This is an optimization exercise on Yosys and OpenROAD, whose aim is small area, not a production implementation. Where RTL was checked, it was by simulation tests only, not by an equivalence proof against the original. Function not checked in run 2: the RTL went through the layout flow alone.

## flow/design.v (module list and top-level ports; edited modules follow where they fit)
// module tv80_reg: 67 lines
// module tv80_alu: 161 lines
// module tv80_mcode: 2184 lines
// module tv80_core: 1103 lines
// module tv80s: 111 lines
module tv80s
#(
    parameter Mode    = 0,   
    parameter T2Write = 1,   
    parameter IOWait  = 1    
)
(
    input         reset_n, 
    input         clk, 
    input         cen,       
    input         wait_n, 
    input         int_n, 
    input         nmi_n, 
    input         busrq_n, 
    output        busak_n, 
    output        m1_n, 
    output        mreq_n, 
    output        iorq_n, 
    output        rd_n, 
    output        wr_n, 
    output        rfsh_n, 
    output        halt_n, 
    output [15:0] A, 
    input  [7:0]  di,
    output [7:0]  dout
);
  // ...
==> flow/flow/run.sh <==
#!/bin/bash
# ORFS flow (the standard.sh) with:
#  - an area-oriented ABC script (deepsyn + area-recovering mapping) in place
#    of ORFS's speed script; OpenROAD repairs timing as usual afterwards,
#  - the buffers that timing-driven global placement inserts removed again
#    right after it (repair_design / repair_timing add back what is needed),
#    with a 0.15 ns setup margin for repair_timing,
#  - CTS without dummy loads and with larger sink clusters,
#  - port buffers from the smallest buffer cell,
#  - a higher placement density.
set -euo pipefail
rm -rf scripts_local
cp -r "$FLOW_HOME/scripts" scripts_local
cp flow/abc_map.script scripts_local/abc_speed.script
bash standard.sh SCRIPTS_DIR="$PWD/scripts_local" \
  "CTS_ARGS=-sink_clustering_enable -repair_clock_nets -dont_use_dummy_load -sink_clustering_size 24 -sink_clustering_max_diameter 80" \
  "BUFFER_PORTS_ARGS=-buffer_cell sky130_fd_sc_hd__buf_1" \
  PLACE_DENSITY=0.75 \
  POST_GLOBAL_PLACE_TCL="$PWD/flow/post_gpl.tcl" \
  SETUP_SLACK_MARGIN=0.15 \
  finish > standard.log 2>&1
==> flow/flow/abc_map.script <==
&get -n
&st
&deepsyn -J 20
&dch
&nf -R 1000
&put
topo
stime -c
==> flow/flow/post_gpl.tcl <==
# Drop the buffers that timing-driven global placement added (instances named
# place*): each buffer's loads are moved back to its input net. repair_design
# and repair_timing later add back only the buffers that are needed.
set block [ord::get_db_block]
set n 0
foreach inst [$block getInsts] {
  if {![string match "place*" [$inst getName]]} { continue }
  set master [$inst getMaster]
  if {![string match "sky130_fd_sc_hd__buf_*" [$master getName]]} { continue }
  set in_net [[$inst findITerm A] getNet]
  set out_net [[$inst findITerm X] getNet]
  if {$in_net == "NULL" || $out_net == "NULL"} { continue }
  if {[llength [$out_net getBTerms]] > 0} { continue }
  foreach it [$out_net getITerms] {
    if {[$it getInst] == $inst} { continue }
    $it disconnect
    $it connect $in_net
  }
  odb::dbInst_destroy $inst
  odb::dbNet_destroy $out_net
  incr n
}
puts "post-gpl: removed $n placement buffers"
==> flow/standard.sh <==
#!/bin/bash
# synth_recipe.tcl (not shown) runs the flow's synth.tcl, then flattens the netlist and writes it again
# the make line also repeats each setting of config.mk as NAME=value (left out here)
make -C /OpenROAD-flow-scripts/flow DESIGN_CONFIG=/design/flow/config.mk WORK_HOME=/design/flow/orfs CLKGATE_MAP_FILE= SYNTH_SCRIPT=/design/flow/synth_recipe.tcl "${@:-finish}"
==> flow/config.mk <==
export PLATFORM = sky130hd
export DESIGN_NAME = tv80s
export DESIGN_NICKNAME = tv80s
export VERILOG_FILES = /design/flow/design.v
export SDC_FILE = /design/flow/constraint.sdc
export NUM_CORES = 8
export LEC_CHECK = 0
export CAP_MARGIN = 20
export CORE_MARGIN = 2
export CORE_UTILIZATION = 40
export SLEW_MARGIN = 20
==> flow/constraint.sdc <==
create_clock -name core_clock -period 10.0 [get_ports {clk}]
set_input_delay 2.0000 -clock core_clock [delete_from_list [all_inputs] [get_ports {clk}]]
set_output_delay 2.0000 -clock core_clock [all_outputs]
set_load 0.01 [all_outputs]
==> impl_metrics.json, run 1 <==
{
  "synth_area_leaders": "edfxtp_1, dfrtp_1, nand2_1, dfstp_2, nor2_1",
  "clk_share": 0.02677,
  "slew_headroom": 0.1942,
  "via_per_inst": 7.344,
  "io_pins": 47,
  "biggestRegsByFlops": "i_tv80_core.i_reg.RegsH (64), i_tv80_core.i_reg.RegsL (64)",
  "synth_area_mm2": 0.02358,
  "outcome": "complete, no violations",
  "io_buffers": 45,
  "grt_setup_unrepaired": "no",
  "multi_input_gates": 2343,
  "cts_made_buffers": 28,
  "crit_top_cell": "nand2_1",
  "track_usage": 0.3892,
  "worstRegToRegCells": 31,
  "grt_overflow_total": 0,
  "seq_area_frac": 0.3539,
  "grtUsageMet2": 0.5768,
  "fp.dieArea_mm2": 0.06090,
  "yosys.area_share.simple": 0.2323,
  "r2r-end": "i_tv80_core.i_reg.RegsH[6][7]",
  "clkbuf_count": 28,
  "antenna_found_initial": 3,
  "largest_class": "multi-input combinational cells",
  "synth.area.mux_share": 0.01316,
  "drtAntennaViolNets": 0,
  "hold_class": "reg -> reg",
  "grt_max_degree": 143
}
==> module tv80_reg, before the edit <==
module tv80_reg ( 
  DOBH, DOAL, DOCL, DOBL, DOCH, DOAH, 
  AddrC, AddrA, AddrB, DIH, DIL, clk, CEN, WEH, WEL, DHswap
  );
    input  [2:0] AddrC;
    output [7:0] DOBH;
    input  [2:0] AddrA;
    input  [2:0] AddrB;
    input  [7:0] DIH;
    output [7:0] DOAL;
    output [7:0] DOCL;
    input  [7:0] DIL;
    output [7:0] DOBL;
    output [7:0] DOCH;
    output [7:0] DOAH;
    input  clk, CEN, WEH, WEL;
    input  [1:0] DHswap;
  function [2:0] phys;
    input [2:0] a;
    input [1:0] sw;
    begin
      phys = a;
      if ((a[1:0] == 2'b01 || a[1:0] == 2'b10) && sw[a[2]])
        phys[1:0] = ~a[1:0];
    end
  endfunction
  wire [2:0] pA = phys(AddrA, DHswap);
  wire [2:0] pB = phys(AddrB, DHswap);
  wire [2:0] pC = phys(AddrC, DHswap);
  reg [7:0] RegsH [0:7];
  reg [7:0] RegsL [0:7];
  integer i;
  always @(posedge clk)
    begin
      if (CEN)
        begin
          for (i = 0; i < 8; i = i + 1) begin
            if (WEH && pA == i) RegsH[i] <= DIH;
            if (WEL && pA == i) RegsL[i] <= DIL;
          end
        end
    end
  reg [7:0] sa, sb, sc;
  reg [7:0] ah, al, bh, bl, ch, cl;
  always @* begin
    for (i = 0; i < 8; i = i + 1) begin
      sa[i] = (pA == i);
      sb[i] = (pB == i);
      sc[i] = (pC == i);
    end
    ah = 0; al = 0; bh = 0; bl = 0; ch = 0; cl = 0;
    for (i = 0; i < 8; i = i + 1) begin
      ah = ah | ({8{sa[i]}} & RegsH[i]);
      al = al | ({8{sa[i]}} & RegsL[i]);
      bh = bh | ({8{sb[i]}} & RegsH[i]);
      bl = bl | ({8{sb[i]}} & RegsL[i]);
      ch = ch | ({8{sc[i]}} & RegsH[i]);
      cl = cl | ({8{sc[i]}} & RegsL[i]);
    end
  end
  assign DOAH = ah;
  assign DOAL = al;
  assign DOBH = bh;
  assign DOBL = bl;
  assign DOCH = ch;
  assign DOCL = cl;
endmodule
==> module tv80_core, before the edit <==
module tv80_core ( 
  m1_n, iorq, no_read, write, rfsh_n, halt_n, busak_n, A, dout, mc,
  ts, intcycle_n, IntE, stop,
  reset_n, clk, cen, wait_n, int_n, nmi_n, busrq_n, dinst, di
  );
  parameter Mode = 1;    
  parameter IOWait = 1;  
  parameter Flag_C = 0;
  parameter Flag_N = 1;
  parameter Flag_P = 2;
  parameter Flag_X = 3;
  parameter Flag_H = 4;
  parameter Flag_Y = 5;
  parameter Flag_Z = 6;
  parameter Flag_S = 7;
  input     reset_n;            
  input     clk;                
  input     cen;                
  input     wait_n;             
  input     int_n;              
  input     nmi_n;              
  input     busrq_n;            
  output    m1_n;               
  output    iorq;               
  output    no_read;            
  output    write;              
  output    rfsh_n;             
  output    halt_n;             
  output    busak_n;            
  output [15:0] A; 
  input [7:0]   dinst;  
  input [7:0]   di;     
  output [7:0]  dout;     
  output [6:0]  mc;     
  output [6:0]  ts;     
  output        intcycle_n;     
  output        IntE;           
  output        stop;           
  reg    m1_n;          
  reg    iorq; 
  reg    halt_n;                
  reg    busak_n;               
  reg [15:0] A; 
  reg [7:0]  dout;        
  reg [6:0]  mc;        
  reg [6:0]  ts;        
  reg   intcycle_n;     
  reg   IntE;           
  reg   stop;           
  parameter     aNone    = 3'b111;
  parameter     aBC      = 3'b000;
  parameter     aDE      = 3'b001;
  parameter     aXY      = 3'b010;
  parameter     aIOA     = 3'b100;
  parameter     aSP      = 3'b101;
  parameter     aZI      = 3'b110;
  reg [7:0]     ACC, F;
  reg [7:0]     Ap, Fp;
  reg [7:0]     I;
  reg [15:0]    SP, PC;
  reg [7:0]     RegDIH;
  reg [7:0]     RegDIL;
  wire [15:0]   RegBusA;
  wire [15:0]   RegBusB;
  wire [15:0]   RegBusC;
  reg [2:0]     RegAddrA_r;
  reg [2:0]     RegAddrA;
  reg [2:0]     RegAddrB_r;
  reg [2:0]     RegAddrB;
  reg [2:0]     RegAddrC;
  reg           RegWEH;
  reg           RegWEL;
  reg           Alternate;
  reg [15:0]    TmpAddr;         
  reg [7:0]     IR;              
  reg [1:0]     ISet;            
  reg [1:0]     DHswap;          
  reg [15:0]    ID16;
  reg [7:0]     Save_Mux;
  reg [2:0]     ts_b;
  reg [2:0]     mc_b;
  wire [6:0]    tstate = 7'b0000001 << ts_b;
  wire [6:0]    mcycle = 7'b0000001 << mc_b;
  reg           last_mcycle, last_tstate;
  reg           IntE_FF1;
  reg           IntE_FF2;
  reg           Halt_FF;
  reg           BusReq_s;
  reg           BusAck;
  reg           ClkEn;
  reg           NMI_s;
  reg           INT_s;
  reg [1:0]     IStatus;
  reg [7:0]     DI_Reg;
  reg           T_Res;
  reg [1:0]     XY_State;
  reg [2:0]     Pre_XY_F_M;
  reg           NextIs_XY_Fetch;
  reg           XY_Ind;
  reg           No_BTR;
  reg           BTR_r;
  reg           Auto_Wait;
  reg           Auto_Wait_t1;
  reg           Auto_Wait_t2;
  reg           IncDecZ;
  reg [7:0]     BusB;
  reg [7:0]     BusA;
  wire [7:0]    ALU_Q;
  wire [7:0]    F_Out;
  reg [4:0]     Read_To_Reg_r;
  reg           Arith16_r;
  reg           Z16_r;
  reg [3:0]     ALU_Op_r;
  reg           Save_ALU_r;
  reg           PreserveC_r;
  reg [2:0]     mcycles;
  wire [2:0]    mcycles_d;
  wire [2:0]    tstates;
  reg           IntCycle;
  reg           NMICycle;
  wire          Inc_PC;
  wire          Inc_WZ;
  wire [3:0]    IncDec_16;
  wire [1:0]    Prefix;
  wire          Read_To_Acc;
  wire          Read_To_Reg;
  wire [3:0]     Set_BusB_To;
  wire [3:0]     Set_BusA_To;
  wire [3:0]     ALU_Op;
  wire           Save_ALU;
  wire           PreserveC;
  wire           Arith16;
  wire [2:0]     Set_Addr_To;
  wire           Jump;
  wire           JumpE;
  wire           JumpXY;
  wire           Call;
  wire           RstP;
  wire           LDZ;
  wire           LDW;
  wire           LDSPHL;
  wire           iorq_i;
  wire [2:0]     Special_LD;
  wire           ExchangeDH;
  wire           ExchangeRp;
  wire           ExchangeAF;
  wire           ExchangeRS;
  wire           I_DJNZ;
  wire           I_CPL;
  wire           I_CCF;
  wire           I_SCF;
  wire           I_RETN;
  wire           I_BT;
  wire           I_BC;
  wire           I_BTR;
  wire           I_RLD;
  wire           I_RRD;
  wire           I_INRC;
  wire           SetDI;
  wire           SetEI;
  wire [1:0]     IMode;
  wire           Halt;
  reg [15:0]     PC16;
  reg [7:0]      PC16_B;
  reg [15:0]     SP16, SP16_A;
  reg [7:0]      SP16_B;
  reg            Oldnmi_n;
  tv80_mcode #(Mode, Flag_C, Flag_N, Flag_P, Flag_X, Flag_H, Flag_Y, Flag_Z, Flag_S) i_mcode
    (
     .IR                   (IR),
     .ISet                 (ISet),
     .MCycle               (mcycle),
     .F                    (F),
     .NMICycle             (NMICycle),
     .IntCycle             (IntCycle),
     .MCycles              (mcycles_d),
     .TStates              (tstates),
     .Prefix               (Prefix),
     .Inc_PC               (Inc_PC),
     .Inc_WZ               (Inc_WZ),
     .IncDec_16            (IncDec_16),
     .Read_To_Acc          (Read_To_Acc),
     .Read_To_Reg          (Read_To_Reg),
     .Set_BusB_To          (Set_BusB_To),
     .Set_BusA_To          (Set_BusA_To),
     .ALU_Op               (ALU_Op),
     .Save_ALU             (Save_ALU),
     .PreserveC            (PreserveC),
     .Arith16              (Arith16),
     .Set_Addr_To          (Set_Addr_To),
     .IORQ                 (iorq_i),
     .Jump                 (Jump),
     .JumpE                (JumpE),
     .JumpXY               (JumpXY),
     .Call                 (Call),
     .RstP                 (RstP),
     .LDZ                  (LDZ),
     .LDW                  (LDW),
     .LDSPHL               (LDSPHL),
     .Special_LD           (Special_LD),
     .ExchangeDH           (ExchangeDH),
     .ExchangeRp           (ExchangeRp),
     .ExchangeAF           (ExchangeAF),
     .ExchangeRS           (ExchangeRS),
     .I_DJNZ               (I_DJNZ),
     .I_CPL                (I_CPL),
     .I_CCF                (I_CCF),
     .I_SCF                (I_SCF),
     .I_RETN               (I_RETN),
     .I_BT                 (I_BT),
     .I_BC                 (I_BC),
     .I_BTR                (I_BTR),
     .I_RLD                (I_RLD),
     .I_RRD                (I_RRD),
     .I_INRC               (I_INRC),
     .SetDI                (SetDI),
     .SetEI                (SetEI),
     .IMode                (IMode),
     .Halt                 (Halt),
     .NoRead               (no_read),
     .Write                (write)
     );
  tv80_alu #(Mode, Flag_C, Flag_N, Flag_P, Flag_X, Flag_H, Flag_Y, Flag_Z, Flag_S) i_alu
    (
     .Arith16              (Arith16_r),
     .Z16                  (Z16_r),
     .ALU_Op               (ALU_Op_r),
     .IR                   (IR[5:0]),
     .ISet                 (ISet),
     .BusA                 (BusA),
     .BusB                 (BusB),
     .F_In                 (F),
     .Q                    (ALU_Q),
     .F_Out                (F_Out)
     );
  function [15:0] incdec16;
    input [15:0] a;
    input        dec;
    reg   [15:0] x, c;
    integer      k;
    begin
      x = a ^ {16{dec}};
      c[0] = 1'b1;
      for (k = 1; k < 16; k = k + 1)
        c[k] = c[k-1] & x[k-1];
      incdec16 = a ^ c;
    end
  endfunction
  function [15:0] add16s8;
    input [15:0] a;
    input [7:0]  b;
    reg   [8:0]  lo;
    reg   [7:0]  x, c;
    reg          inc, dec;
    integer      k;
    begin
      lo  = {1'b0, a[7:0]} + {1'b0, b};
      inc = lo[8] & ~b[7];
      dec = ~lo[8] & b[7];
      x = a[15:8] ^ {8{dec}};
      c[0] = inc | dec;
      for (k = 1; k < 8; k = k + 1)
        c[k] = c[k-1] & x[k-1];
      add16s8 = {a[15:8] ^ c, lo[7:0]};
    end
  endfunction
  function [6:0] number_to_bitvec;
    input [2:0] num;
    begin
      case (num)
        1 : number_to_bitvec = 7'b0000001;
        2 : number_to_bitvec = 7'b0000010;
        3 : number_to_bitvec = 7'b0000100;
        4 : number_to_bitvec = 7'b0001000;
        5 : number_to_bitvec = 7'b0010000;
        6 : number_to_bitvec = 7'b0100000;
        7 : number_to_bitvec = 7'b1000000;
        default : number_to_bitvec = 7'bx;
      endcase  
    end
  endfunction  
  function [2:0] mcyc_to_number;
    input [6:0] mcyc;
    begin
      casez (mcyc)
        7'b1zzzzzz : mcyc_to_number = 3'h7;
        7'b01zzzzz : mcyc_to_number = 3'h6;
        7'b001zzzz : mcyc_to_number = 3'h5;
        7'b0001zzz : mcyc_to_number = 3'h4;
        7'b00001zz : mcyc_to_number = 3'h3;
        7'b000001z : mcyc_to_number = 3'h2;
        7'b0000001 : mcyc_to_number = 3'h1;
        default : mcyc_to_number = 3'h1;
      endcase
    end
  endfunction
  always @*
    begin
      case (mcycles)
        1 : last_mcycle = mcycle[0];
        2 : last_mcycle = mcycle[1];
        3 : last_mcycle = mcycle[2];
        4 : last_mcycle = mcycle[3];
        5 : last_mcycle = mcycle[4];
        6 : last_mcycle = mcycle[5];
        7 : last_mcycle = mcycle[6];
        default : last_mcycle = 1'bx;
      endcase  
      case (tstates)
        0 : last_tstate = tstate[0];
        1 : last_tstate = tstate[1];
        2 : last_tstate = tstate[2];
        3 : last_tstate = tstate[3];
        4 : last_tstate = tstate[4];
        5 : last_tstate = tstate[5];
        6 : last_tstate = tstate[6];
        default : last_tstate = 1'bx;
      endcase
    end  
  always @*
    begin
      ClkEn = cen && ~ BusAck;
      if (last_tstate)
        T_Res = 1'b1;
      else T_Res = 1'b0;
      if (XY_State != 2'b00 && XY_Ind == 1'b0 &&
          ((Set_Addr_To == aXY) ||
           (mcycle[0] && IR == 8'b11001011) ||
           (mcycle[0] && IR == 8'b00110110)))
        NextIs_XY_Fetch = 1'b1;
      else 
        NextIs_XY_Fetch = 1'b0;
      if (ExchangeRp)
        Save_Mux = BusB;
      else if (!Save_ALU_r)
        Save_Mux = DI_Reg;
      else
        Save_Mux = ALU_Q;
    end  
  reg        s_jp, s_jxy, s_call, s_nmi, s_im2, s_def, s_jmp;
  reg        a_dt, a_c, a_t, a_pc, a_io, a_sp, a_inc;
  reg [15:0] A_next;
  reg [15:0] TmpAddr_inc;
  always @*
    begin
      s_jp   = Jump;
      s_jxy  = ~Jump & JumpXY;
      s_call = ~Jump & ~JumpXY & (Call | RstP);
      s_nmi  = ~Jump & ~JumpXY & ~(Call | RstP) & last_mcycle & NMICycle;
      s_im2  = ~Jump & ~JumpXY & ~(Call | RstP) & ~(last_mcycle & NMICycle) &
               mcycle[2] & IntCycle & (IStatus == 2'b10);
      s_def  = ~Jump & ~JumpXY & ~(Call | RstP) & ~(last_mcycle & NMICycle) &
               ~(mcycle[2] & IntCycle & (IStatus == 2'b10));
      s_jmp  = ~s_def;
      a_dt  = s_jp | (s_def & (Set_Addr_To == aZI) & ~Inc_WZ);
      a_c   = s_jxy | (s_def & (((Set_Addr_To == aXY) & (XY_State == 2'b00)) |
                                 (Set_Addr_To == aBC) | (Set_Addr_To == aDE)));
      a_t   = s_call | (s_def & (Set_Addr_To == aXY) & (XY_State != 2'b00) & ~NextIs_XY_Fetch);
      a_pc  = s_def & (((Set_Addr_To == aXY) & (XY_State != 2'b00) & NextIs_XY_Fetch) |
                       (Set_Addr_To == 3'b011) | (Set_Addr_To == aNone));
      a_io  = s_def & (Set_Addr_To == aIOA);
      a_sp  = s_def & (Set_Addr_To == aSP);
      a_inc = s_def & (Set_Addr_To == aZI) & Inc_WZ;
      TmpAddr_inc = incdec16(TmpAddr, 1'b0);
      A_next[15:8] = ({8{a_dt}}  & DI_Reg)         |
                     ({8{a_c}}   & RegBusC[15:8])  |
                     ({8{a_t}}   & TmpAddr[15:8])  |
                     ({8{s_im2}} & I)              |
                     ({8{a_pc}}  & PC[15:8])       |
                     ({8{a_io}}  & ACC)            |
                     ({8{a_sp}}  & SP[15:8])       |
                     ({8{a_inc}} & TmpAddr_inc[15:8]);
      A_next[7:0]  = ({8{a_dt | a_t | s_im2}} & TmpAddr[7:0]) |
                     ({8{a_c}}   & RegBusC[7:0])   |
                     ({8{s_nmi}} & 8'h66)          |
                     ({8{a_pc}}  & PC[7:0])        |
                     ({8{a_io}}  & DI_Reg)         |
                     ({8{a_sp}}  & SP[7:0])        |
                     ({8{a_inc}} & TmpAddr_inc[7:0]);
    end
  always @ (posedge clk or negedge reset_n)
    begin
      if (reset_n == 1'b0 ) 
        begin
          PC <= 0;   
          A <= 0;
          TmpAddr <= 0;
          IR <= 8'b00000000;
          ISet <= 2'b00;
          XY_State <= 2'b00;
          IStatus <= 2'b00;
          mcycles <= 3'b000;
          dout <= 8'b00000000;
          ACC <= 8'hFF;
          F <= 8'hFF;
          Ap <= 8'hFF;
          Fp <= 8'hFF;
          I <= 0;
          SP <= 16'hFFFF;
          Alternate <= 1'b0;
          Read_To_Reg_r <= 5'b00000;
          Arith16_r <= 1'b0;
          BTR_r <= 1'b0;
          Z16_r <= 1'b0;
          ALU_Op_r <= 4'b0000;
          Save_ALU_r <= 1'b0;
          PreserveC_r <= 1'b0;
          XY_Ind <= 1'b0;
        end 
      else 
        begin
          if (ClkEn == 1'b1 ) 
            begin
              ALU_Op_r <= 4'b0000;
              Save_ALU_r <= 1'b0;
              Read_To_Reg_r <= 5'b00000;
              mcycles <= mcycles_d;
              if (IMode != 2'b11 ) 
                begin
                  IStatus <= IMode;
                end
              Arith16_r <= Arith16;
              PreserveC_r <= PreserveC;
              if (ISet == 2'b10 && ALU_Op[2] == 1'b0 && ALU_Op[0] == 1'b1 && mcycle[2] ) 
                begin
                  Z16_r <= 1'b1;
                end 
              else 
                begin
                  Z16_r <= 1'b0;
                end
              if (mcycle[0] && (tstate[1] | tstate[2] | tstate[3] )) 
                begin
                  if (tstate[2] && wait_n == 1'b1 ) 
                    begin
                      if (Jump == 1'b0 && Call == 1'b0 && NMICycle == 1'b0 && IntCycle == 1'b0 && ~ (Halt_FF == 1'b1 || Halt == 1'b1) ) 
                        begin
                          PC <= PC16;
                        end
                      if (IntCycle == 1'b1 && IStatus == 2'b01 ) 
                        begin
                          IR <= 8'b11111111;
                        end 
                      else if (Halt_FF == 1'b1 || (IntCycle == 1'b1 && IStatus == 2'b10) || NMICycle == 1'b1 ) 
                        begin
                          IR <= 8'b00000000;
			  TmpAddr[7:0] <= dinst;  
                        end 
                      else 
                        begin
                          IR <= dinst;
                        end
                      ISet <= 2'b00;
                      if (Prefix != 2'b00 ) 
                        begin
                          if (Prefix == 2'b11 ) 
                            begin
                              if (IR[5] == 1'b1 ) 
                                begin
                                  XY_State <= 2'b10;
                                end 
                              else 
                                begin
                                  XY_State <= 2'b01;
                                end
                            end 
                          else 
                            begin
                              if (Prefix == 2'b10 ) 
                                begin
                                  XY_State <= 2'b00;
                                  XY_Ind <= 1'b0;
                                end
                              ISet <= Prefix;
                            end
                        end 
                      else 
                        begin
                          XY_State <= 2'b00;
                          XY_Ind <= 1'b0;
                        end
                    end  
                end 
              else 
                begin
                  if (mcycle[5] ) 
                    begin
                      XY_Ind <= 1'b1;
                      if (Prefix == 2'b01 ) 
                        begin
                          ISet <= 2'b01;
                        end
                    end
                  if (T_Res == 1'b1 ) 
                    begin
                      BTR_r <= (I_BT || I_BC || I_BTR) && ~ No_BTR;
                      A <= A_next;
                      if (s_jmp)
                        PC <= A_next;
                      Save_ALU_r <= Save_ALU;
                      ALU_Op_r <= ALU_Op;
                      if (I_CPL == 1'b1 ) 
                        begin
                          ACC <= ~ ACC;
                          F[Flag_Y] <= ~ ACC[5];
                          F[Flag_H] <= 1'b1;
                          F[Flag_X] <= ~ ACC[3];
                          F[Flag_N] <= 1'b1;
                        end
                      if (I_CCF == 1'b1 ) 
                        begin
                          F[Flag_C] <= ~ F[Flag_C];
                          F[Flag_Y] <= ACC[5];
                          F[Flag_H] <= F[Flag_C];
                          F[Flag_X] <= ACC[3];
                          F[Flag_N] <= 1'b0;
                        end
                      if (I_SCF == 1'b1 ) 
                        begin
                          F[Flag_C] <= 1'b1;
                          F[Flag_Y] <= ACC[5];
                          F[Flag_H] <= 1'b0;
                          F[Flag_X] <= ACC[3];
                          F[Flag_N] <= 1'b0;
                        end
                    end  
                  if (tstate[2] && wait_n == 1'b1 ) 
                    begin
                      if (ISet == 2'b01 && mcycle[6] ) 
                        begin
                          IR <= dinst;
                        end
                      if (JumpE == 1'b1 ) 
                        begin
                          PC <= PC16;
                        end 
                      else if (Inc_PC == 1'b1 ) 
                        begin
                          PC <= PC16;
                        end
                      if (BTR_r == 1'b1 ) 
                        begin
                          PC <= PC16;
                        end
                      if (RstP == 1'b1 ) 
                        begin
                          TmpAddr <= { 10'h0, IR[5:3], 3'h0 };
                        end
                    end
                  if (tstate[3] && mcycle[5] ) 
                    begin
                      TmpAddr <= SP16;
                    end
                  if ((tstate[2] && wait_n == 1'b1) || (tstate[4] && mcycle[0]) ) 
                    begin
                      if (IncDec_16[2:0] == 3'b111 ) 
                        begin
                          SP <= SP16;
                        end
                    end
                  if (LDSPHL == 1'b1 ) 
                    begin
                      SP <= RegBusC;
                    end
                  if (ExchangeAF == 1'b1 ) 
                    begin
                      Ap <= ACC;
                      ACC <= Ap;
                      Fp <= F;
                      F <= Fp;
                    end
                  if (ExchangeRS == 1'b1 ) 
                    begin
                      Alternate <= ~ Alternate;
                    end
                end  
              if (tstate[3] ) 
                begin
                  if (LDZ == 1'b1 ) 
                    begin
                      TmpAddr[7:0] <= DI_Reg;
                    end
                  if (LDW == 1'b1 ) 
                    begin
                      TmpAddr[15:8] <= DI_Reg;
                    end
                  if (Special_LD[2] == 1'b1 ) 
                    begin
                      case (Special_LD[1:0])
                        2'b00 :
                          begin
                            ACC <= I;
                            F[Flag_P] <= IntE_FF2;
			    F[Flag_Z] <= (I == 0);
			    F[Flag_S] <= I[7];
			    F[Flag_H] <= 0;
			    F[Flag_N] <= 0; 
                          end
                        2'b01 :
                          begin
                            ACC <= 0;
                            F[Flag_P] <= IntE_FF2;
			    F[Flag_Z] <= (I == 0);
			    F[Flag_S] <= I[7];
			    F[Flag_H] <= 0;
			    F[Flag_N] <= 0; 
                          end
                        2'b10 :
                          I <= ACC;
                        default : ;
                      endcase
                    end
                end  
              if ((I_DJNZ == 1'b0 && Save_ALU_r == 1'b1) || ALU_Op_r == 4'b1001 ) 
                begin
                  if (Mode == 3 ) 
                    begin
                      F[6] <= F_Out[6];
                      F[5] <= F_Out[5];
                      F[7] <= F_Out[7];
                      if (PreserveC_r == 1'b0 ) 
                        begin
                          F[4] <= F_Out[4];
                        end
                    end 
                  else 
                    begin
                      F[7:1] <= F_Out[7:1];
                      if (PreserveC_r == 1'b0 ) 
                        begin
                          F[Flag_C] <= F_Out[0];
                        end
                    end
                end  
              if (T_Res == 1'b1 && I_INRC == 1'b1 ) 
                begin
                  F[Flag_H] <= 1'b0;
                  F[Flag_N] <= 1'b0;
                  if (DI_Reg[7:0] == 8'b00000000 ) 
                    begin
                      F[Flag_Z] <= 1'b1;
                    end 
                  else 
                    begin
                      F[Flag_Z] <= 1'b0;
                    end
                  F[Flag_S] <= DI_Reg[7];
                  F[Flag_P] <= ~ (^DI_Reg[7:0]);
                end  
              if (tstate[1] && Auto_Wait_t1 == 1'b0 ) 
                begin
                  dout <= BusB;
                  if (I_RLD == 1'b1 ) 
                    begin
                      dout[3:0] <= BusA[3:0];
                      dout[7:4] <= BusB[3:0];
                    end
                  if (I_RRD == 1'b1 ) 
                    begin
                      dout[3:0] <= BusB[7:4];
                      dout[7:4] <= BusA[3:0];
                    end
                end
              if (T_Res == 1'b1 ) 
                begin
                  Read_To_Reg_r[3:0] <= Set_BusA_To;
                  Read_To_Reg_r[4] <= Read_To_Reg;
                  if (Read_To_Acc == 1'b1 ) 
                    begin
                      Read_To_Reg_r[3:0] <= 4'b0111;
                      Read_To_Reg_r[4] <= 1'b1;
                    end
                end
              if (tstate[1] && I_BT == 1'b1 ) 
                begin
                  F[Flag_X] <= ALU_Q[3];
                  F[Flag_Y] <= ALU_Q[1];
                  F[Flag_H] <= 1'b0;
                  F[Flag_N] <= 1'b0;
                end
              if (I_BC == 1'b1 || I_BT == 1'b1 ) 
                begin
                  F[Flag_P] <= IncDecZ;
                end
              if ((tstate[1] && Save_ALU_r == 1'b0 && Auto_Wait_t1 == 1'b0) ||
                  (Save_ALU_r == 1'b1 && ALU_Op_r != 4'b0111) ) 
                begin
                  case (Read_To_Reg_r)
                    5'b10111 :
                      ACC <= Save_Mux;
                    5'b10110 :
                      dout <= Save_Mux;
                    5'b11000 :
                      SP[7:0] <= Save_Mux;
                    5'b11001 :
                      SP[15:8] <= Save_Mux;
                    5'b11011 :
                      F <= Save_Mux;
                    default : ;
                  endcase
                end  
            end  
        end  
    end
  always @ (posedge clk)
    begin
      if (ClkEn == 1'b1 ) 
        begin
          RegAddrA_r <=  { Alternate, Set_BusA_To[2:1] };
          if (XY_Ind == 1'b0 && XY_State != 2'b00 && Set_BusA_To[2:1] == 2'b10 ) 
            begin
              RegAddrA_r <= { XY_State[1],  2'b11 };
            end
          RegAddrB_r <= { Alternate, Set_BusB_To[2:1] };
          if (XY_Ind == 1'b0 && XY_State != 2'b00 && Set_BusB_To[2:1] == 2'b10 ) 
            begin
              RegAddrB_r <= { XY_State[1],  2'b11 };
            end
          RegAddrC <= { Alternate,  Set_Addr_To[1:0] };
          if ((JumpXY == 1'b1 || LDSPHL == 1'b1) ) 
            begin
              RegAddrC <= { Alternate, 2'b10 };
            end
          if (((JumpXY == 1'b1 || LDSPHL == 1'b1) && XY_State != 2'b00) || (mcycle[5]) ) 
            begin
              RegAddrC <= { XY_State[1],  2'b11 };
            end
          if (I_DJNZ == 1'b1 && Save_ALU_r == 1'b1 && Mode < 2 ) 
            begin
              IncDecZ <= F_Out[Flag_Z];
            end
          if ((tstate[2] || (tstate[3] && mcycle[0])) && IncDec_16[2:0] == 3'b100 ) 
            begin
              if (RegBusA == (IncDec_16[3] ? 16'h0001 : 16'hFFFF) ) 
                begin
                  IncDecZ <= 1'b0;
                end 
              else 
                begin
                  IncDecZ <= 1'b1;
                end
            end
          if (ExchangeDH == 1'b1 && tstate[4])
            begin
              if (Alternate)
                DHswap[1] <= ~DHswap[1];
              else
                DHswap[0] <= ~DHswap[0];
            end
        end
    end  
  always @*
    begin
      if ((tstate[2] || (tstate[3] && mcycle[0] && IncDec_16[2] == 1'b1)) && XY_State == 2'b00)
        RegAddrA = { Alternate, IncDec_16[1:0] };
      else if ((tstate[2] || (tstate[3] && mcycle[0] && IncDec_16[2] == 1'b1)) && IncDec_16[1:0] == 2'b10)
        RegAddrA = { XY_State[1], 2'b11 };
      else if (ExchangeDH == 1'b1 && tstate[3])
        RegAddrA = { Alternate, 2'b10 };
      else if (ExchangeDH == 1'b1 && tstate[4])
        RegAddrA = { Alternate, 2'b01 };
      else
        RegAddrA = RegAddrA_r;
      if (ExchangeDH == 1'b1 && tstate[3])
        RegAddrB = { Alternate, 2'b01 };
      else
        RegAddrB = RegAddrB_r;
    end  
  always @*
    begin
      RegWEH = 1'b0;
      RegWEL = 1'b0;
      if ((tstate[1] && ~Save_ALU_r && ~Auto_Wait_t1) ||
          (Save_ALU_r && (ALU_Op_r != 4'b0111)) ) 
        begin
          case (Read_To_Reg_r)
            5'b10000 , 5'b10001 , 5'b10010 , 5'b10011 , 5'b10100 , 5'b10101 :
              begin
                RegWEH = ~ Read_To_Reg_r[0];
                RegWEL = Read_To_Reg_r[0];
              end  
            default : ;
          endcase  
        end  
      if (IncDec_16[2] && ((tstate[2] && wait_n && ~mcycle[0]) || (tstate[3] && mcycle[0])) ) 
        begin
          case (IncDec_16[1:0])
            2'b00 , 2'b01 , 2'b10 :
              begin
                RegWEH = 1'b1;
                RegWEL = 1'b1;
              end  
            default : ;
          endcase
        end
    end  
  always @*
    begin
      RegDIH = Save_Mux;
      RegDIL = Save_Mux;
      if (IncDec_16[2] == 1'b1 && ((tstate[2] && ~mcycle[0]) || (tstate[3] && mcycle[0])) ) 
        begin
          RegDIH = ID16[15:8];
          RegDIL = ID16[7:0];
        end
    end
  tv80_reg i_reg
    (
     .clk                  (clk),
     .CEN                  (ClkEn),
     .DHswap               (DHswap),
     .WEH                  (RegWEH),
     .WEL                  (RegWEL),
     .AddrA                (RegAddrA),
     .AddrB                (RegAddrB),
     .AddrC                (RegAddrC),
     .DIH                  (RegDIH),
     .DIL                  (RegDIL),
     .DOAH                 (RegBusA[15:8]),
     .DOAL                 (RegBusA[7:0]),
     .DOBH                 (RegBusB[15:8]),
     .DOBL                 (RegBusB[7:0]),
     .DOCH                 (RegBusC[15:8]),
     .DOCL                 (RegBusC[7:0])
     );
  always @ (posedge clk)
    begin
      if (ClkEn == 1'b1 ) 
        begin
          case (Set_BusB_To)
            4'b0111 :
              BusB <= ACC;
            4'b0000 , 4'b0001 , 4'b0010 , 4'b0011 , 4'b0100 , 4'b0101 :
              begin
                if (Set_BusB_To[0] == 1'b1 ) 
                  begin
                    BusB <= RegBusB[7:0];
                  end 
                else 
                  begin
                    BusB <= RegBusB[15:8];
                  end
              end
            4'b0110 :
              BusB <= DI_Reg;
            4'b1000 :
              BusB <= SP[7:0];
            4'b1001 :
              BusB <= SP[15:8];
            4'b1010 :
              BusB <= 8'b00000001;
            4'b1011 :
              BusB <= F;
            4'b1100 :
              BusB <= PC[7:0];
            4'b1101 :
              BusB <= PC[15:8];
            4'b1110 :
              BusB <= 8'b00000000;
            default :
              BusB <= 8'h0;
          endcase
          case (Set_BusA_To)
            4'b0111 :
              BusA <= ACC;
            4'b0000 , 4'b0001 , 4'b0010 , 4'b0011 , 4'b0100 , 4'b0101 :
              begin
                if (Set_BusA_To[0] == 1'b1 )
                  begin
                    BusA <= RegBusA[7:0];
                  end 
                else 
                  begin
                    BusA <= RegBusA[15:8];
                  end
              end
            4'b0110 :
              BusA <= DI_Reg;
            4'b1000 :
              BusA <= SP[7:0];
            4'b1001 :
              BusA <= SP[15:8];
            4'b1010 :
              BusA <= 8'b00000000;
            default :
              BusA <=  8'h0;
          endcase
        end
    end
  assign rfsh_n = 1'b1;
  always @*
    begin
      mc = mcycle;
      ts = tstate;
      DI_Reg = di;
      halt_n = ~ Halt_FF;
      busak_n = ~ BusAck;
      intcycle_n = ~ IntCycle;
      IntE = IntE_FF1;
      iorq = iorq_i;
      stop = I_DJNZ;
    end
  always @ (posedge clk or negedge reset_n)
    begin : sync_inputs
      if (~reset_n) 
        begin
          BusReq_s <= 1'b0;
          INT_s <= 1'b0;
          NMI_s <= 1'b0;
          Oldnmi_n <= 1'b0;
        end 
      else
        begin
          if (cen == 1'b1 ) 
            begin
              BusReq_s <= ~ busrq_n;
              INT_s <= ~ int_n;
              if (NMICycle == 1'b1 ) 
                begin
                  NMI_s <= 1'b0;
                end 
              else if (nmi_n == 1'b0 && Oldnmi_n == 1'b1 ) 
                begin
                  NMI_s <= 1'b1;
                end
              Oldnmi_n <= nmi_n;
            end
        end
    end
  always @ (posedge clk or negedge reset_n)
    begin
      if (reset_n == 1'b0 ) 
        begin
          mc_b <= 3'd0;
          ts_b <= 3'd0;
          Pre_XY_F_M <= 3'b000;
          Halt_FF <= 1'b0;
          BusAck <= 1'b0;
          NMICycle <= 1'b0;
          IntCycle <= 1'b0;
          IntE_FF1 <= 1'b0;
          IntE_FF2 <= 1'b0;
          No_BTR <= 1'b0;
          Auto_Wait_t1 <= 1'b0;
          Auto_Wait_t2 <= 1'b0;
          m1_n <= 1'b1;
        end 
      else
        begin
          if (cen == 1'b1 ) 
            begin
              if (T_Res == 1'b1 ) 
                begin
                  Auto_Wait_t1 <= 1'b0;
                end 
              else 
                begin
		  Auto_Wait_t1 <= Auto_Wait || (iorq_i & ~Auto_Wait_t2);
                end
              Auto_Wait_t2 <= Auto_Wait_t1 & !T_Res;
              No_BTR <= (I_BT && (~ IR[4] || ~ F[Flag_P])) ||
                        (I_BC && (~ IR[4] || F[Flag_Z] || ~ F[Flag_P])) ||
                        (I_BTR && (~ IR[4] || F[Flag_Z]));
              if (tstate[2] ) 
                begin
                  if (SetEI == 1'b1 ) 
                    begin
                      if (!NMICycle)
                        IntE_FF1 <= 1'b1;
                      IntE_FF2 <= 1'b1;
                    end
                  if (I_RETN == 1'b1 ) 
                    begin
                      IntE_FF1 <= IntE_FF2;
                    end
                end
              if (tstate[3] ) 
                begin
                  if (SetDI == 1'b1 ) 
                    begin
                      IntE_FF1 <= 1'b0;
                      IntE_FF2 <= 1'b0;
                    end
                end
              if (IntCycle == 1'b1 || NMICycle == 1'b1 ) 
                begin
                  Halt_FF <= 1'b0;
                end
              if (mcycle[0] && tstate[2] && wait_n == 1'b1 ) 
                begin
                  m1_n <= 1'b1;
                end
              if (BusReq_s == 1'b1 && BusAck == 1'b1 ) 
                begin
                end 
              else 
                begin
                  BusAck <= 1'b0;
                  if (tstate[2] && wait_n == 1'b0 ) 
                    begin
                    end 
                  else if (T_Res == 1'b1 ) 
                    begin
                      if (Halt == 1'b1 ) 
                        begin
                          Halt_FF <= 1'b1;
                        end
                      if (BusReq_s == 1'b1 ) 
                        begin
                          BusAck <= 1'b1;
                        end 
                      else 
                        begin
                          ts_b <= 3'd1;
                          if (NextIs_XY_Fetch == 1'b1 ) 
                            begin
                              mc_b <= 3'd5;
                              Pre_XY_F_M <= mc_b + 3'd1;
                              if (IR == 8'b00110110 && Mode == 0 ) 
                                begin
                                  Pre_XY_F_M <= 3'b010;
                                end
                            end 
                          else if ((mcycle[6]) || (mcycle[5] && Mode == 1 && ISet != 2'b01) ) 
                            begin
                              mc_b <= Pre_XY_F_M;
                            end 
                          else if ((last_mcycle) ||
                                   No_BTR == 1'b1 ||
                                   (mcycle[1] && I_DJNZ == 1'b1 && IncDecZ == 1'b1) ) 
                            begin
                              m1_n <= 1'b0;
                              mc_b <= 3'd0;
                              IntCycle <= 1'b0;
                              NMICycle <= 1'b0;
                              if (NMI_s == 1'b1 && Prefix == 2'b00 ) 
                                begin
                                  NMICycle <= 1'b1;
                                  IntE_FF1 <= 1'b0;
                                end 
                              else if ((IntE_FF1 == 1'b1 && INT_s == 1'b1) && Prefix == 2'b00 && SetEI == 1'b0 ) 
                                begin
                                  IntCycle <= 1'b1;
                                  IntE_FF1 <= 1'b0;
                                  IntE_FF2 <= 1'b0;
                                end
                            end 
                          else 
                            begin
                              mc_b <= (mc_b == 3'd6) ? 3'd0 : mc_b + 3'd1;
                            end
                        end
                    end 
                  else 
                    begin    
                      if ( ~(Auto_Wait == 1'b1 && Auto_Wait_t2 == 1'b0) &&
                           ~(IOWait == 1 && iorq_i == 1'b1 && Auto_Wait_t1 == 1'b0) ) 
                        begin
                          ts_b <= (ts_b == 3'd6) ? 3'd0 : ts_b + 3'd1;
                        end
                    end
                end
              if (tstate[0]) 
                begin
                  m1_n <= 1'b0;
                end
            end
        end
    end
  always @*
    begin
      if (JumpE == 1'b1)
        PC16_B = DI_Reg;
      else if (BTR_r == 1'b1)
        PC16_B = 8'hFE;            
      else
        PC16_B = 8'h01;
      if (tstate[3])
        begin
          SP16_A = RegBusC;
          SP16_B = DI_Reg;
        end
      else
        begin
          SP16_A = SP;
          SP16_B = IncDec_16[3] ? 8'hFF : 8'h01;
        end
      ID16 = incdec16(RegBusA, IncDec_16[3]);
      PC16 = add16s8(PC, PC16_B);
      SP16 = add16s8(SP16_A, SP16_B);
    end  
  always @*
    begin
      Auto_Wait = 1'b0;
      if (IntCycle == 1'b1 || NMICycle == 1'b1 ) 
        begin
          if (mcycle[0] ) 
            begin
              Auto_Wait = 1'b1;
            end
        end
    end  
endmodule  
==> run 2: changes to the inputs <==
--- a/flow/design.v
+++ b/flow/design.v
@@ -1,5 +1,5 @@
 module tv80_reg ( 
-  DOBH, DOAL, DOCL, DOBL, DOCH, DOAH, 
-  AddrC, AddrA, AddrB, DIH, DIL, clk, CEN, WEH, WEL, DHswap
+  DOBH, DOAL, DOBL, DOAH, 
+  AddrC, AddrA, AddrA_r, AddrB, SelC, IncDecT, DIH, DIL, clk, CEN, WEH, WEL, DHswap
   );
     input  [2:0] AddrC;
@@ -9,11 +9,12 @@
     input  [7:0] DIH;
     output [7:0] DOAL;
-    output [7:0] DOCL;
     input  [7:0] DIL;
     output [7:0] DOBL;
-    output [7:0] DOCH;
     output [7:0] DOAH;
     input  clk, CEN, WEH, WEL;
     input  [1:0] DHswap;
+    input  [2:0] AddrA_r;   
+    input        SelC;      
+    input        IncDecT;   
   function [2:0] phys;
     input [2:0] a;
@@ -28,4 +29,6 @@
   wire [2:0] pB = phys(AddrB, DHswap);
   wire [2:0] pC = phys(AddrC, DHswap);
+  wire [2:0] pAr = phys(AddrA_r, DHswap);
+  wire [2:0] pR = IncDecT ? pA : (SelC ? pC : pAr);
   reg [7:0] RegsH [0:7];
   reg [7:0] RegsL [0:7];
@@ -41,13 +44,12 @@
         end
     end
-  reg [7:0] sa, sb, sc;
-  reg [7:0] ah, al, bh, bl, ch, cl;
+  reg [7:0] sa, sb;
+  reg [7:0] ah, al, bh, bl;
   always @* begin
     for (i = 0; i < 8; i = i + 1) begin
-      sa[i] = (pA == i);
+      sa[i] = (pR == i);
       sb[i] = (pB == i);
-      sc[i] = (pC == i);
     end
-    ah = 0; al = 0; bh = 0; bl = 0; ch = 0; cl = 0;
+    ah = 0; al = 0; bh = 0; bl = 0;
     for (i = 0; i < 8; i = i + 1) begin
       ah = ah | ({8{sa[i]}} & RegsH[i]);
@@ -55,6 +57,4 @@
       bh = bh | ({8{sb[i]}} & RegsH[i]);
       bl = bl | ({8{sb[i]}} & RegsL[i]);
-      ch = ch | ({8{sc[i]}} & RegsH[i]);
-      cl = cl | ({8{sc[i]}} & RegsL[i]);
     end
   end
@@ -63,6 +63,4 @@
   assign DOBH = bh;
   assign DOBL = bl;
-  assign DOCH = ch;
-  assign DOCL = cl;
 endmodule
 module tv80_alu ( 
@@ -2478,4 +2476,9 @@
   wire [15:0]   RegBusB;
   wire [15:0]   RegBusC;
+  wire          RegSelC;
+  assign RegBusC = RegBusA;
+  wire          BusA_steal = RegSelC &
+                             ~Set_BusA_To[3] & ~(Set_BusA_To[2] & Set_BusA_To[1]) &
+                             (Set_BusB_To[3] | (Set_BusB_To[2] & Set_BusB_To[1]));
   reg [2:0]     RegAddrA_r;
   reg [2:0]     RegAddrA;
@@ -2490,4 +2493,17 @@
   reg [1:0]     ISet;            
   reg [1:0]     DHswap;          
+  reg [2:0]     id_addr_r;       
+  reg           id_w_r;          
+  reg           id_dir_r;        
+  reg           id_z_r;          
+  reg           id_sp_r;         
+  reg [2:0]     RegAddrA_r_d;
+  wire          f_rr = (ISet == 2'b00) & (IR[7:6] == 2'b00) & (IR[2:0] == 3'b011) & (IR[5:4] != 2'b11);  
+  wire          f_bc = (ISet == 2'b10) & (IR[7:5] == 3'b101) & (IR[2:1] == 2'b00);   
+  wire          f_w  = f_rr | f_bc;                       
+  wire [1:0]    f_pair = f_rr ? IR[5:4] : 2'b00;
+  wire          f_dir = f_rr ? IR[3] : 1'b1;
+  wire          f_z  = f_w & (f_pair == 2'b00);            
+  wire          m1t3 = tstate[3] & mcycle[0];
   reg [15:0]    ID16;
   reg [7:0]     Save_Mux;
@@ -2776,5 +2792,5 @@
       a_sp  = s_def & (Set_Addr_To == aSP);
       a_inc = s_def & (Set_Addr_To == aZI) & Inc_WZ;
-      TmpAddr_inc = incdec16(TmpAddr, 1'b0);
+      TmpAddr_inc = PC16;    
       A_next[15:8] = ({8{a_dt}}  & DI_Reg)         |
                      ({8{a_c}}   & RegBusC[15:8])  |
@@ -2793,4 +2809,7 @@
                      ({8{a_inc}} & TmpAddr_inc[7:0]);
     end
+  assign RegSelC = (T_Res & a_c) |
+                   (LDSPHL & ~(mcycle[0] & (tstate[1] | tstate[2] | tstate[3]))) |
+                   (tstate[3] & mcycle[5]);
   always @ (posedge clk or negedge reset_n)
     begin
@@ -3121,9 +3140,15 @@
       if (ClkEn == 1'b1 ) 
         begin
-          RegAddrA_r <=  { Alternate, Set_BusA_To[2:1] };
-          if (XY_Ind == 1'b0 && XY_State != 2'b00 && Set_BusA_To[2:1] == 2'b10 ) 
-            begin
-              RegAddrA_r <= { XY_State[1],  2'b11 };
-            end
+          RegAddrA_r <= RegAddrA_r_d;
+          if (XY_State == 2'b00)
+            id_addr_r <= { Alternate, IncDec_16[1:0] };
+          else if (IncDec_16[1:0] == 2'b10)
+            id_addr_r <= { XY_State[1], 2'b11 };
+          else
+            id_addr_r <= RegAddrA_r_d;
+          id_w_r   <= IncDec_16[2] & (IncDec_16[1:0] != 2'b11);
+          id_dir_r <= IncDec_16[3];
+          id_z_r   <= (IncDec_16[2:0] == 3'b100);
+          id_sp_r  <= (IncDec_16[1:0] == 2'b11);
           RegAddrB_r <= { Alternate, Set_BusB_To[2:1] };
           if (XY_Ind == 1'b0 && XY_State != 2'b00 && Set_BusB_To[2:1] == 2'b10 ) 
@@ -3144,7 +3169,7 @@
               IncDecZ <= F_Out[Flag_Z];
             end
-          if ((tstate[2] || (tstate[3] && mcycle[0])) && IncDec_16[2:0] == 3'b100 ) 
+          if ((tstate[2] & id_z_r) | (m1t3 & f_z))
             begin
-              if (RegBusA == (IncDec_16[3] ? 16'h0001 : 16'hFFFF) ) 
+              if (RegBusA == ((tstate[2] ? id_dir_r : f_dir) ? 16'h0001 : 16'hFFFF) ) 
                 begin
                   IncDecZ <= 1'b0;
@@ -3166,18 +3191,16 @@
   always @*
     begin
-      if ((tstate[2] || (tstate[3] && mcycle[0] && IncDec_16[2] == 1'b1)) && XY_State == 2'b00)
-        RegAddrA = { Alternate, IncDec_16[1:0] };
-      else if ((tstate[2] || (tstate[3] && mcycle[0] && IncDec_16[2] == 1'b1)) && IncDec_16[1:0] == 2'b10)
+      RegAddrA_r_d = { Alternate, Set_BusA_To[2:1] };
+      if (XY_Ind == 1'b0 && XY_State != 2'b00 && Set_BusA_To[2:1] == 2'b10 )
+        RegAddrA_r_d = { XY_State[1],  2'b11 };
+      if (tstate[2])
+        RegAddrA = id_addr_r;
+      else if (m1t3 & f_w & (XY_State == 2'b00))
+        RegAddrA = { Alternate, f_pair };
+      else if (m1t3 & f_w & (f_pair == 2'b10))
         RegAddrA = { XY_State[1], 2'b11 };
-      else if (ExchangeDH == 1'b1 && tstate[3])
-        RegAddrA = { Alternate, 2'b10 };
-      else if (ExchangeDH == 1'b1 && tstate[4])
-        RegAddrA = { Alternate, 2'b01 };
       else
         RegAddrA = RegAddrA_r;
-      if (ExchangeDH == 1'b1 && tstate[3])
-        RegAddrB = { Alternate, 2'b01 };
-      else
-        RegAddrB = RegAddrB_r;
+      RegAddrB = BusA_steal ? RegAddrA_r : RegAddrB_r;
     end  
   always @*
@@ -3197,14 +3220,8 @@
           endcase  
         end  
-      if (IncDec_16[2] && ((tstate[2] && wait_n && ~mcycle[0]) || (tstate[3] && mcycle[0])) ) 
+      if ((tstate[2] & wait_n & ~mcycle[0] & id_w_r) | (m1t3 & f_w))
         begin
-          case (IncDec_16[1:0])
-            2'b00 , 2'b01 , 2'b10 :
-              begin
-                RegWEH = 1'b1;
-                RegWEL = 1'b1;
-              end  
-            default : ;
-          endcase
+          RegWEH = 1'b1;
+          RegWEL = 1'b1;
         end
     end  
@@ -3213,5 +3230,5 @@
       RegDIH = Save_Mux;
       RegDIL = Save_Mux;
-      if (IncDec_16[2] == 1'b1 && ((tstate[2] && ~mcycle[0]) || (tstate[3] && mcycle[0])) ) 
+      if ((tstate[2] & ~mcycle[0] & id_w_r) | (m1t3 & f_w))
         begin
           RegDIH = ID16[15:8];
@@ -3227,4 +3244,6 @@
      .WEL                  (RegWEL),
      .AddrA                (RegAddrA),
+     .AddrA_r              (RegAddrA_r),
+     .IncDecT              (tstate[2] | (tstate[3] & mcycle[0])),
      .AddrB                (RegAddrB),
      .AddrC                (RegAddrC),
@@ -3235,6 +3254,5 @@
      .DOBH                 (RegBusB[15:8]),
      .DOBL                 (RegBusB[7:0]),
-     .DOCH                 (RegBusC[15:8]),
-     .DOCL                 (RegBusC[7:0])
+     .SelC                 (RegSelC)
      );
   always @ (posedge clk)
@@ -3282,9 +3300,9 @@
                 if (Set_BusA_To[0] == 1'b1 )
                   begin
-                    BusA <= RegBusA[7:0];
+                    BusA <= BusA_steal ? RegBusB[7:0] : RegBusA[7:0];
                   end 
                 else 
                   begin
-                    BusA <= RegBusA[15:8];
+                    BusA <= BusA_steal ? RegBusB[15:8] : RegBusA[15:8];
                   end
               end
@@ -3484,5 +3502,7 @@
   always @*
     begin
-      if (JumpE == 1'b1)
+      if (~tstate[2])
+        PC16_B = 8'h01;
+      else if (JumpE == 1'b1)
         PC16_B = DI_Reg;
       else if (BTR_r == 1'b1)
@@ -3490,17 +3510,22 @@
       else
         PC16_B = 8'h01;
-      if (tstate[3])
+      PC16 = add16s8(tstate[2] ? PC : TmpAddr, PC16_B);
+      if (tstate[3] & mcycle[5])
         begin
-          SP16_A = RegBusC;
+          SP16_A = RegBusA;
           SP16_B = DI_Reg;
         end
+      else if (m1t3)
+        begin
+          SP16_A = RegBusA;
+          SP16_B = f_dir ? 8'hFF : 8'h01;
+        end
       else
         begin
-          SP16_A = SP;
-          SP16_B = IncDec_16[3] ? 8'hFF : 8'h01;
+          SP16_A = id_sp_r ? SP : RegBusA;
+          SP16_B = id_dir_r ? 8'hFF : 8'h01;
         end
-      ID16 = incdec16(RegBusA, IncDec_16[3]);
-      PC16 = add16s8(PC, PC16_B);
       SP16 = add16s8(SP16_A, SP16_B);
+      ID16 = SP16;
     end  
   always @*
==> run 2 against run 1 <==
Sequential share of layout area grew 0.24 points. Setup slack worse by 200 ps. Maximum frequency decreased by 2.1%. First-iteration DRC count up 9.8%.
==> impl_metrics.json, run 2 <==
{
  "outcome": "complete, no violations",
  "slew_violations": 0,
  "clock_latency_ps": 610,
  "fin_crit_sh": 0.9574,
  "synth-seq-cells": 343,
  "reg2reg_from": "i_tv80_core.IR[1]",
  "fp.dieArea_mm2": 0.06044,
  "htreeDepth": 1,
  "biggestRegsByFlops": "i_tv80_core.i_reg.RegsH (64), i_tv80_core.i_reg.RegsL (64)",
  "slowest_stage": "nor2_1",
  "die_w_um": 245.8,
  "cp.required_ps": 10300,
  "min-delay-start": "i_tv80_core.A[15]",
  "hold_viol": 0,
  "hold_class": "reg -> reg",
  "finalCriticalPeriod_ps": 9574,
  "synth_top_area_cell": "edfxtp_1",
  "drtIter0Drc": 5286,
  "fin_util": 0.4609,
  "timing.fmax_mhz": 104.5,
  "startpoint_type": "flip-flop",
  "fin_worst_skew_ps": 70.32,
  "initial_core_util": 0.4047,
  "synth_cell_types": 71,
  "synth.top_cells.by_count": "nand2_1, nor2_1, a21oi_1",
  "clkSinkCount": 343,
  "worst_pin_slew_ps": 1296,
  "setup_viol": 0,
  "slew_headroom": 0.1279,
  "io_pins": 47,
  "synth_area_leaders": "edfxtp_1, dfrtp_1, nand2_1, dfstp_2, nor2_1",
  "grt_overflow_total": 0,
  "first_pass_iters": 12,
  "dp.cells": 3513,
  "synth.top_cell.area_share": 0.2092,
  "crit_top_cell": "nor2_1",
  "grt_max_degree": 145,
  "cts_made_buffers": 26,
  "final_common_cell": "nand2_1",
  "hold_slack_ps": 480.9,
  "cts_buffer_depth": 3,
  "synthArstFlopShare": 0.5248,
  "synth_nets": 2761,
  "cp-end-kind": "flip-flop",
  "hpwl_um": 88960,
  "syn_area_per_cell_um2": 8.697,
  "drt-total-wl_um": 121600,
  "drive_gt1_frac": 0.1000,
  "grt_pass1_wl_um": 173600,
  "path_class": "reg -> reg",
  "synthMostInstantiatedCell": "nand2_1",
  "ys.flop_type": "edfxtp_1",
  "critPathMaxFanout": 16,
  "vias": 26390,
  "fin_nets": 2893,
  "track_usage": 0.3923,
  "worstRegToRegCells": 42,
  "drc_errors": 0,
  "stdcell_count": 3587,
  "hold_buffers": 0,
  "wl_per_cell_um": 33.91,
  "cap_violations": 0,
  "netlist_instances": 2690,
  "worst_path_largest_cell_delay_ps": 570,
  "grt_setup_unrepaired": "no",
  "drtAntennaViolNets": 0,
  "grt_pass1_vias": 24340,
  "ys_warn_count": 7,
  "yosysSeqAreaShare": 0.4046,
  "io_buffers": 45,
  "synth_edf_count": 163,
  "core-area_mm2": 0.05781,
  "via_per_inst": 7.358,
  "fp.dieH_um": 245.8,
  "cts_tree": "done",
  "startpoint": "i_tv80_core.IR[1]",
  "clk_pin_slew_ps": 70,
  "row_count": 88,
  "arrival_ps": 9870,
  "areaGrowthSynthToFinish_pct": 13.87,
  "final_cell_mix": "nand2_1, nor2_1, a21oi_1",
  "antenna_found_initial": 5,
  "whs_path_depth": 1,
  "cts_root_buf": "clkbuf_16",
  "synth_area_mm2": 0.02339
}
## run 2: cell types whose count changed after synthesis, sizes merged, moves of 17 or more
cell | before | now
nor3 | 115 | 82
a21oi | 243 | 190
mux2 | 24 | 42
nand3 | 122 | 101
a222oi | 100 | 82
mux2i | 4 | 21
o21ai | 179 | 157
## run 2: repair_timing
action                                  4_1_cts  5_1_grt
resized for setup                           110       48
endpoints found under the setup margin      159       86
hold endpoints to repair                      0        0
setup buffers                                31       14
pin swaps                                     7       12
## run 2: worst max-delay path, delay by kind of cell, from the launching register on
kind            cells  cell delay [ps]
compound gates     14             3060
flops               1              490
fa+ha+maj           3              900
simple gates       20             3710
mux                 1              320
xor+xnor            1              410
buf+inv             3              400
## run 2: cell type report
class	instances	area, um2
Multi-Input combinational cell	2269	14410
Sequential cell	343	9493
Timing Repair Buffer	105	824.5
Antenna cell	2	5.005
Inverter	77	302.8
Clock buffer	26	650.6
Fill cell	5608	31160
Tap cell	765	957.2
## run 2: final timing paths
path                                                 end  slack, ps
setup reg to reg           i_tv80_core.i_reg.RegsH[6][1]        430
max in group asynchronous   i_tv80_core.Read_To_Reg_r[3]       7600
setup / recovery           i_tv80_core.i_reg.RegsH[6][1]        430
hold / removal                         i_tv80_core.A[15]        480
hold reg to reg                        i_tv80_core.A[15]        480
min in group asynchronous              i_tv80_core.INT_s       1270
## run 2: kinds of logic after synthesis
group / after synthesis / share of synthesized area
simple gates: 1197 / 0.2336
flops: 343 / 0.4046
compound gates: 901 / 0.2695
fa+ha+maj: 56 / 0.03123
mux: 63 / 0.02920
other cells: 1 / 0.0001603
buf+inv: 78 / 0.01268
xor+xnor: 51 / 0.01909
## run 2: layer usage
metal,vias up,global-route usage,routed length [um],part of all wire
met4,8,0.1929,8052,0.066
met1,12730,0.5315,45920,0.38
met5,-,0,65,0.00053
li1,10770,-,-,-
met2,2368,0.5515,47990,0.39
met3,517,0.1382,19600,0.16
## run 2: metrics by stage
| step | setup slack [ps] | area [um2] | TNS [ps] |
|---|---|---|---|
| 6_report | 426.4 | 26640 | 0 |
| 4_1_cts | 158.5 | 26330 | 0 |
| 3_5_place_dp | -2744 | 24930 | -239930 |
| 2_1_floorplan | 465.9 | 23390 | 0 |
| 3_3_place_gp | 500.4 | 26250 | 0 |
| 5_1_grt | 137.1 | 26640 | 0 |

## separate check: timing with driven ports
Ports are ideal in the flow. The routed layouts listed here were re-timed in OpenROAD. Step 1 sets driving cells, clkbuf_16 on the clock port and buf_2 on the other inputs (assumed; they add their load-dependent delay and slew). Step 2 times the ports against the registers' clock, not the clock port: input delays grow and output delays shrink by t, the midpoint of the rising clock arrivals with the driver on. Slacks: ideal / step 1 / step 2; pairs: ideal / step 1.
| run | t, ns | slack for setup (ns) | worst register clock-pin slew, ns |
|---|---|---|---|
| run 1 | 0.654 | 0.624 / 0.624 / 0.624 | 0.09 / 0.09 |
| run 2 | 0.632 | 0.426 / 0.426 / 0.426 | 0.10 / 0.10 |
After both steps every run listed still meets setup and hold.
